From an optimization exercise on the open Yosys and OpenROAD flow, aimed at small area, a short achievable clock period and few clock cycles per item; shortcuts taken in it are not production practice.
Function was checked by simulation only, so behaviour that the tests miss may differ from the original.

Design gcd, start of the top module:
module gcd(opa, opb, start, resetn, clk, result, done);
input wire [31:0] opa;
input wire [31:0] opb;
input wire start, resetn;
input wire clk;
output wire [31:0] result;
output wire done;
reg  [31:0] A, B;
reg  [4:0]  k;
reg         flag;        
reg         rest;        
reg         sc;          
reg         ys;          
reg         run_reg;
reg         done_reg;
reg         start_reg;
reg         first;       
wire done_now;
assign result = B;
assign done   = done_reg | done_now;
wire init  = start & ~start_reg & (~run_reg | done_now);
wire [31:0] X = sc ? 32'd0 : A;
wire [31:0] Y = ys ? B : 32'd0;
wire [31:0] xy_d;       
wire        xy_gt;      
wire        xy_same;    
absdiff ad0 (.x(X), .y(Y), .d(xy_d), .gt(xy_gt), .eq(xy_same));
wire [3:0] xl = X[4:1] ^ Y[4:1];
wire force1 = sc & (flag | ~A[0]);
wire s1 = ~force1 & ~xl[0] & (xl[1] | ~xl[2]);    
wire s2 = ~force1 & ~xl[0] & ~xl[1];              
wire [31:0] st1 = s1 ? {2'b0, xy_d[31:2]} : {1'b0, xy_d[31:1]};
wire [31:0] nA  = s2 ? {2'b0, st1[31:2]} : st1;
wire nA0 = force1 ? B[1] : (|xl);           
wire swap   = sc | ~(xy_gt | xy_same);
wire finish = run_reg & ~rest & ~flag & xy_same;    
wire k1     = (k == 5'd1);
wire kz     = (k == 5'd0);
assign done_now = finish & ~sc & kz & ~first;
wire nflag = ~flag & ~A[0] & ~B[0];
wire nsc   = nflag | (sc & ~A[0]);
always @(posedge clk) begin
    if (init)
        A <= opa;
    else
  ...
Size in the first run: ~1000 cells after synthesis, ~77 flip-flops, ~100 I/O pins, about 6100 µm² of cells after synthesis.
export LEC_CHECK = 0
export ABC_AREA = 1
export CAP_MARGIN = 20
export CORE_MARGIN = 2
export CORE_UTILIZATION = 40
export CTS_BUF_LIST = sky130_fd_sc_hd__clkbuf_4 sky130_fd_sc_hd__clkbuf_8
export SETUP_SLACK_MARGIN = 0.4
export SLEW_MARGIN = 20
create_clock -name core_clock -period 4.0 [get_ports {clk}]
standard.sh (not shown) runs the stock make flow with config.mk's settings and CLKGATE_MAP_FILE= SYNTH_SCRIPT=/design/flow/synth_recipe.tcl, a recipe that flattens the netlist after the stock synthesis.
==> flow/flow/run.sh <==
#!/bin/bash
set -e
export BUFFER_PORTS_ARGS="-buffer_cell sky130_fd_sc_hd__buf_1"
export RECOVER_POWER=100
export CTS_ARGS="-sink_clustering_enable -repair_clock_nets -buf_list {sky130_fd_sc_hd__clkbuf_4 sky130_fd_sc_hd__clkbuf_8} -dont_use_dummy_load"
bash standard.sh > standard.log 2>&1
Testbench counts at the start, summed over its fixed seeds: cycles 169,285, items 8,000.
Edit:
==> flow/flow/run.sh (replaced) <==
#!/bin/bash
set -e
export BUFFER_PORTS_ARGS="-buffer_cell sky130_fd_sc_hd__buf_1"
bash standard.sh > standard.log 2>&1
ABC_AREA = 0   (was 1)
After rerunning: The new run passed the timing, DRC and antenna checks; core utilization goes up by 6.0 points; global-route usage increases by 5.6 points; routed wire length climbs by about 56%; hold slack degrades by 0.037 ns; cell count climbs by 3.3%; register-to-register slack gets worse by 0.22 ns; worst setup slack loses 0.096 ns; area after synthesis rises by 13%; non-clock buffer count grows by 77.
Edit:
ABC_AREA = 1   (was 0)
SETUP_SLACK_MARGIN = 0.6   (was 0.4)
Effect: Non-clock buffer count falls by 59; design area falls by 15%; setup slack improved by 0.29 ns; via count falls by about 17%; cell count falls by about 1.2%; count of clock-buffer cells in the layout rises by 4.
Edit:
SETUP_SLACK_MARGIN = unset   (was 0.6)
Outcome: The new run ran to the end with no violations; routed wire length decreases by 7.3%; via count fell by 3.1%; worst hold slack improves by 0.0039 ns; fmax drops by about 7%; synthesized area stays the same; utilization came out lower by 4.3 points; setup slack loses 0.25 ns; global-route usage goes down by 0.50 points.

* * *

gcd, a different RTL version from the one above (not shown whole).
Size in the first run: roughly 6100 um2 of cells after synthesis.
Design gcd, start of the top module:
module gcd(opa, opb, start, resetn, clk, result, done);
input wire [31:0] opa;
input wire [31:0] opb;
input wire start, resetn;
input wire clk;
output wire [31:0] result;
output wire done;
reg  [31:0] A, B;
reg  [4:0]  k;
reg         flag;        
reg         rest;        
reg         sc;          
reg         ys;          
reg         run_reg;
reg         done_reg;
reg         start_reg;
reg         first;       
wire done_now;
assign result = B;
assign done   = done_reg | done_now;
wire init  = start & ~start_reg & (~run_reg | done_now);
wire [31:0] X = sc ? 32'd0 : A;
wire [31:0] Y = ys ? B : 32'd0;
wire [31:0] xy_d;       
wire        xy_gt;      
wire        xy_same;    
absdiff ad0 (.x(X), .y(Y), .d(xy_d), .gt(xy_gt), .eq(xy_same));
wire [3:0] xl = X[4:1] ^ Y[4:1];
wire force1 = sc & (flag | ~A[0]);
wire s1 = ~force1 & ~xl[0] & (xl[1] | ~xl[2]);    
wire s2 = ~force1 & ~xl[0] & ~xl[1];              
wire [31:0] st1 = s1 ? {2'b0, xy_d[31:2]} : {1'b0, xy_d[31:1]};
wire [31:0] nA  = s2 ? {2'b0, st1[31:2]} : st1;
wire nA0 = force1 ? B[1] : (|xl);           
wire swap   = sc | ~(xy_gt | xy_same);
wire finish = run_reg & ~rest & ~flag & xy_same;    
wire k1     = (k == 5'd1);
wire kz     = (k == 5'd0);
assign done_now = finish & ~sc & kz & ~first;
wire nflag = ~flag & ~A[0] & ~B[0];
wire nsc   = nflag | (sc & ~A[0]);
always @(posedge clk) begin
    if (init)
        A <= opa;
    else
        A <= nA;
end
wire b_ld   = init;
wire b_sh   = ~init & run_reg & (rest | (finish & ~sc & ~kz));
wire b_sw   = ~init & run_reg & ~(rest | (finish & ~sc & ~kz)) & swap;
wire b_hold = ~(b_ld | b_sh | b_sw);
wire [31:0] nB = ({32{b_ld}} & opb) | ({32{b_sh}} & {B[30:0], 1'b0}) |
                 ({32{b_sw}} & A) | ({32{b_hold}} & B);
always @(posedge clk)
    B <= nB;
always @(posedge clk) begin
    if (init) begin
        k    <= 5'd0;
        flag <= 1'b0;
        sc   <= ~opb[0];
        ys   <= ~opb[0] | opa[0];
  ...
Settings: LEC_CHECK=0, ABC_AREA=1, CAP_MARGIN=20, CORE_MARGIN=2, CORE_UTILIZATION=40, CTS_BUF_LIST=sky130_fd_sc_hd__clkbuf_4 sky130_fd_sc_hd__clkbuf_8, SETUP_SLACK_MARGIN=0.5, SLEW_MARGIN=20; clock period 4.0 ns.
==> flow/flow/run.sh <==
#!/bin/bash
set -e
export BUFFER_PORTS_ARGS="-buffer_cell sky130_fd_sc_hd__buf_1"
export CTS_ARGS="-sink_clustering_enable -repair_clock_nets -buf_list {sky130_fd_sc_hd__clkbuf_4 sky130_fd_sc_hd__clkbuf_8} -dont_use_dummy_load"
bash standard.sh > standard.log 2>&1
The baseline finished clean.
Testbench counts at the start, summed over its fixed seeds: cycles 169,285, items 8,000.
Next try:
==> flow/flow/run.sh (replaced) <==
#!/bin/bash
set -e
export BUFFER_PORTS_ARGS="-buffer_cell sky130_fd_sc_hd__buf_1"
export CTS_ARGS="-sink_clustering_enable -repair_clock_nets -buf_list {sky130_fd_sc_hd__clkbuf_4 sky130_fd_sc_hd__clkbuf_8} -dont_use_dummy_load -sink_clustering_size 30 -sink_clustering_max_diameter 100"
bash standard.sh > standard.log 2>&1
Area after synthesis does not change.
Synthesized cell count is unchanged.
Routed wire length stays the same.
Via count stays the same.
Worst setup slack is unchanged.
Next try:
==> flow/flow/run.sh (replaced) <==
#!/bin/bash
set -e
export BUFFER_PORTS_ARGS="-buffer_cell sky130_fd_sc_hd__buf_1"
bash standard.sh > standard.log 2>&1
--- a/flow/config.mk
+++ b/flow/config.mk
@@ -13 +13 @@
-export SETUP_SLACK_MARGIN = 0.5
+export SETUP_SLACK_MARGIN = 0.4
Outcome: Wire length falls slightly. Setup slack gets worse by 56 ps. Utilization rises by 0.35 points. Design area rises slightly.

* * *

Another version of the RTL of gcd (not shown whole).
Size in the first run: about 1,000 cells after synthesis, about 77 flip-flops, ~100 I/O pins, ~6100 um^2 of cells after synthesis.
clock: 4.0 ns
lec_check: 0
abc_area: 1
cap_margin: 20
core_margin: 2
core_utilization: 40
cts_buf_list: sky130_fd_sc_hd__clkbuf_4 sky130_fd_sc_hd__clkbuf_8
setup_slack_margin: 0.55
slew_margin: 20
==> flow/flow/run.sh <==
#!/bin/bash
set -e
export BUFFER_PORTS_ARGS="-buffer_cell sky130_fd_sc_hd__buf_1"
export CTS_ARGS="-sink_clustering_enable -repair_clock_nets -buf_list {sky130_fd_sc_hd__clkbuf_4 sky130_fd_sc_hd__clkbuf_8} -dont_use_dummy_load"
bash standard.sh > standard.log 2>&1
The starting point completed with no timing, DRC or antenna violations.
Testbench counts at the start, summed over its fixed seeds: cycles 169,285, items 8,000.
==> next run, changes <==
Settings changed: CORE_UTILIZATION 40 to 45, CTS_BUF_LIST sky130_fd_sc_hd__clkbuf_4 sky130_fd_sc_hd__clkbuf_8 to unset, SETUP_SLACK_MARGIN 0.55 to 0.5.
Outcome: Final cell count goes down slightly. Register-to-register slack gets worse by 0.03 ns. Synthesized area is unchanged. Worst setup slack gets better by 0.061 ns.
==> next run, changes <==
==> flow/flow/run.sh (replaced) <==
#!/bin/bash
set -e
export BUFFER_PORTS_ARGS="-buffer_cell sky130_fd_sc_hd__buf_1"
export CTS_ARGS="-sink_clustering_enable -repair_clock_nets -buf_list {sky130_fd_sc_hd__clkbuf_4 sky130_fd_sc_hd__clkbuf_8} -dont_use_dummy_load"
bash standard.sh MATCH_CELL_FOOTPRINT=0 finish > standard.log 2>&1
Settings changed: CORE_UTILIZATION 45 to 40, CTS_BUF_LIST set to sky130_fd_sc_hd__clkbuf_4 sky130_fd_sc_hd__clkbuf_8.
What happened: Setup slack got worse by 0.030 ns. Via count climbs by 1.1%. Wire length climbs by 1.1%. Count of clock-buffer cells in the layout is unchanged.
==> next run, changes <==
==> flow/flow/run.sh (replaced) <==
#!/bin/bash
set -e
export BUFFER_PORTS_ARGS="-buffer_cell sky130_fd_sc_hd__buf_1"
export CTS_ARGS="-sink_clustering_enable -repair_clock_nets -buf_list {sky130_fd_sc_hd__clkbuf_4 sky130_fd_sc_hd__clkbuf_8} -dont_use_dummy_load"
bash standard.sh > standard.log 2>&1
Settings changed: CTS_BUF_LIST sky130_fd_sc_hd__clkbuf_4 sky130_fd_sc_hd__clkbuf_8 to unset, GPL_ROUTABILITY_DRIVEN set to 0.
- The changed run ran to the end with no violations
- clock skew does not change
- register-to-register slack is about the same
- critical path depth does not change
- core utilization is unchanged
- global-route usage does not change
- setup slack does not change
- cell area stays the same

[what the ideal ports hide]
The flow's constraints put no driver on any port. The routed layouts listed below were extracted and timed again, unchanged, in two steps.
Step 1, drivers: a clkbuf_16 drives clk and a buf_2 each remaining input, both assumed.
Step 2, shift: input delay + t, output delay - t, t = (earliest + latest rising clock arrival at the registers) / 2. This alone moves slack from input paths to output paths.
Slacks: ideal / step 1 / step 2; pairs: ideal / step 1.
run	shift t [ns]	slack for setup (ns)	hold WS [ns]	latest minus earliest clock arrival (ns)	worst slew at a driven data input, ns
the first run of note 1	0.398	0.539 / 0.503 / 0.663	0.285 / 0.273 / 0.504	0.017 / 0.017	0.04
the second run of note 1	0.419	0.443 / 0.443 / 0.443	0.248 / 0.230 / 0.477	0.012 / 0.012	0.04
the third run of note 1	0.407	0.728 / 0.692 / 0.894	0.282 / 0.269 / 0.504	0.013 / 0.013	0.05
the fourth run of note 1	0.405	0.475 / 0.471 / 0.475	0.286 / 0.273 / 0.504	0.012 / 0.012	0.05
the first run of note 2	0.403	0.706 / 0.669 / 0.854	0.266 / 0.250 / 0.491	0.020 / 0.021	0.05
the second run of note 2	0.403	0.706 / 0.669 / 0.854	0.266 / 0.250 / 0.491	0.020 / 0.021	0.05
the third run of note 2	0.415	0.650 / 0.613 / 0.746	0.254 / 0.239 / 0.490	0.015 / 0.015	0.05
the first run of note 3	0.407	0.692 / 0.655 / 0.787	0.223 / 0.211 / 0.462	0.015 / 0.015	0.05
the second run of note 3	0.409	0.752 / 0.716 / 0.758	0.229 / 0.215 / 0.461	0.020 / 0.020	0.04
the third run of note 3	0.406	0.722 / 0.686 / 0.801	0.224 / 0.212 / 0.463	0.016 / 0.016	0.05
the fourth run of note 3	0.406	0.722 / 0.686 / 0.801	0.224 / 0.212 / 0.463	0.016 / 0.016	0.05
After both steps setup and hold are still met in every run listed.
